Background: an optimization exercise with open tools, aiming at small area, a short achievable clock period and few clock cycles. Do not read the settings as production practice. No driver is modelled on the clock port, so clock power and skew are understated where the tree is cut down; a real chip needs a root buffer or a tree. No activity file was given, so power comes from the tool's default toggle rates.

==> flow/design.v (excerpt) <==
module rv_top (
    input               clk_i,
    input               rst_ni,
    output logic [31:0] addr_o,
    input        [31:0] instr_i,
    input        [31:0] data_i,
    output logic        data_we_o,
    output logic [31:0] data_o,
    output logic [31:0] data_addr_o
);
    logic [11:1] pc_f;           
    logic        v_d;            
    logic [31:0] ir_d;           
    logic [11:1] pc_d;           
    logic        byp_a_d;        
    logic        byp_b_d;        
    logic        ldu_d;          
    logic        imm_d;          
    logic        v_e;
    logic        wr_e, ld_e, st_e, br_e;
    logic        add_e, sub_e, and_e, or_e, lui_e;
    logic        dec_e;          
    logic [3:0]  fa_e, fb_e;     
    logic [ 4:0] rd_e;
    logic [31:0] a_e, b_e;       
    logic [11:0] simm_e;         
    logic [11:1] tgt_e;
    logic        wr_m, ld_m, st_m;
    logic [ 4:0] rd_m;
    logic [31:0] res_m, s_m;
    logic [31:0] addr_m;         
    logic        stall_d;        
    logic        redir_d;        
    logic        redir_e;        
  ...
Size: about 1300 flip-flops, roughly 160 I/O pins, ~55000 µm² of cells after synthesis.
export LEC_CHECK = 0
export CAP_MARGIN = 20
export CORE_MARGIN = 2
export CORE_UTILIZATION = 30
export SETUP_SLACK_MARGIN = 0.5
export SLEW_MARGIN = 20
export SYNTH_HIERARCHICAL = 1
export SYNTH_MINIMUM_KEEP_SIZE = 0
create_clock -name core_clock -period 12.0 [get_ports {clk_i}]
standard.sh (not shown) runs the stock make flow with config.mk's settings and CLKGATE_MAP_FILE= SYNTH_SCRIPT=/design/flow/synth_recipe.tcl, a recipe that flattens the netlist after the stock synthesis.
==> flow/flow/run.sh <==
#!/bin/bash
# Layout flow: the standard flow (standard.sh: ORFS synthesis through
# final layout, unchanged constraints), with these settings changed:
#  - repair_timing is asked for a larger setup margin, so it keeps improving
#    paths beyond the 12 ns clock (the SDC and the clock are unchanged);
#  - clock tree synthesis clusters up to 25 flip-flops per leaf buffer and
#    inserts no dummy loads, which makes a smaller tree, from buf_12 cells;
#  - flow/cts_hook.tcl removes the tree's root buffer, so the clock port
#    drives the four first-level buffers directly;
#  - the input and output ports are buffered with buf_4 cells (the standard flow's flow
#    picks a delay cell for them).
# Each tool's output goes to the ORFS logs under orfs/logs/; the make output
# goes to standard.log in this folder.
set -e
bash standard.sh \
  SETUP_SLACK_MARGIN=8.7 \
  "CTS_ARGS=-sink_clustering_enable -repair_clock_nets -dont_use_dummy_load -buf_list sky130_fd_sc_hd__buf_12 -sink_clustering_size 25 -sink_clustering_max_diameter 100" \
  PRE_CTS_TCL=$PWD/flow/cts_hook.tcl \
  "BUFFER_PORTS_ARGS=-buffer_cell sky130_fd_sc_hd__buf_4" \
  finish > standard.log 2>&1
==> flow/flow/cts_hook.tcl <==
rename clock_tree_synthesis orig_clock_tree_synthesis
proc clock_tree_synthesis { args } {
  orig_clock_tree_synthesis {*}$args
  set block [ord::get_db_block]
  set port [$block findBTerm clk_i]
  if { $port == "NULL" } { puts "cts_hook: no clk_i port"; return }
  set pnet [$port getNet]
  set pins [$pnet getITerms]
  if { [llength $pins] != 1 } {
    puts "cts_hook: clk_i drives [llength $pins] pins, tree left as built"
    return
  }
  set root [[lindex $pins 0] getInst]
  set onet ""
  foreach it [$root getITerms] {
    if { [$it isOutputSignal] } { set onet [$it getNet] }
  }
  if { $onet == "" || $onet == "NULL" } { puts "cts_hook: root has no output net"; return }
  set loads {}
  foreach it [$onet getITerms] {
    if { [$it getInst] != $root } { lappend loads $it }
  }
  if { [llength $loads] > 4 || [llength $loads] == 0 || [llength [$onet getBTerms]] > 0 } {
    puts "cts_hook: root [$root getName] drives [llength $loads] pins, tree left as built"
    return
  }
  foreach it $loads {
    puts "cts_hook: [[$it getInst] getName] now driven by clk_i"
    $it disconnect
    $it connect $pnet
  }
  puts "cts_hook: removed root buffer [$root getName] ([[$root getMaster] getName])"
  odb::dbInst_destroy $root
  odb::dbNet_destroy $onet
}
The starting point completed without violations.
==> next run, changes <==
--- a/flow/flow/run.sh
+++ b/flow/flow/run.sh
@@ -10,3 +10,5 @@
 #  - the input and output ports are buffered with buf_4 cells (the standard flow's flow
-#    picks a delay cell for them).
+#    picks a delay cell for them);
+#  - flow/place_hook.tcl moves each flip-flop that only drives an output
+#    port's buffer next to that buffer after global placement.
 # Each tool's output goes to the ORFS logs under orfs/logs/; the make output
@@ -18,2 +20,3 @@
   PRE_CTS_TCL=$PWD/flow/cts_hook.tcl \
+  POST_GLOBAL_PLACE_TCL=$PWD/flow/place_hook.tcl \
   "BUFFER_PORTS_ARGS=-buffer_cell sky130_fd_sc_hd__buf_4" \
==> flow/flow/place_hook.tcl (new file) <==
# Sourced by ORFS's global_place.tcl after global placement
# (POST_GLOBAL_PLACE_TCL). For each output port driven by a buffer whose
# input comes straight from a flip-flop that drives nothing else, move the
# flip-flop next to the buffer, so that the flip-flop-to-port path has a
# short wire. Detailed placement legalizes the moved cells afterwards.
set block [ord::get_db_block]
set moved 0
foreach bterm [$block getBTerms] {
  if { [$bterm getIoType] != "OUTPUT" } { continue }
  set net [$bterm getNet]
  if { $net == "NULL" } { continue }
  set buf ""
  foreach it [$net getITerms] {
    if { [$it isOutputSignal] } { set buf [$it getInst] }
  }
  if { $buf == "" } { continue }
  # the buffer's input net and its driver
  set in_net ""
  foreach it [$buf getITerms] {
    if { [$it isInputSignal] } { set in_net [$it getNet] }
  }
  if { $in_net == "" || $in_net == "NULL" } { continue }
  set its [$in_net getITerms]
  if { [llength $its] != 2 } { continue }
  set ff ""
  foreach it $its {
    if { [$it isOutputSignal] } { set ff [$it getInst] }
  }
  if { $ff == "" } { continue }
  if { ![string match "*df*" [[$ff getMaster] getName]] } { continue }
  set loc [$buf getLocation]
  $ff setLocation [lindex $loc 0] [lindex $loc 1]
  incr moved
}
puts "place_hook: moved $moved output flip-flops next to their port buffers"
Effect: Total power went up by 0.55%; design area went up by 0.40%; synthesized cell count stays the same; global-route usage hardly moves; utilization went up by 0.14 points; via count hardly moves; cell count is about the same.
Function was not checked in any run of this note: the RTL went through the layout flow alone.

-- separate check: timing with driven ports --
How much do the figures lean on ideal ports? The routed layouts below were timed once more, with nothing changed but the port constraints. Step 1 (the two cells are an assumption about what drives the block):
set clk [get_ports {clk_i}]
set_driving_cell -lib_cell sky130_fd_sc_hd__clkbuf_16 $clk
set_driving_cell -lib_cell sky130_fd_sc_hd__buf_2 [delete_from_list [all_inputs] $clk]
Step 2 adds t to the input delays and takes it off the output delays; t is the mean of the earliest and latest rising clock arrival at the registers after step 1. Input paths then give back, and output paths get back, about the clock's delay inside the block. Slacks: ideal / step 1 / step 2; pairs: ideal / step 1.
run	t (ns)	setup slack, ns	worst setup path after step 2	slew at the worst register clock pin (ns)	worst data-port slew with drivers (ns)
the first run	0.606	8.575 / 8.409 / 8.217	input to register	0.11 / 0.11	0.18
the second run	0.597	8.616 / 8.502 / 8.190	input to register	0.12 / 0.12	0.26
After both steps every run listed still meets setup and hold. The setup slack of the second run, which loses most, moves by -0.114 ns with the drivers and by -0.426 ns with both steps.
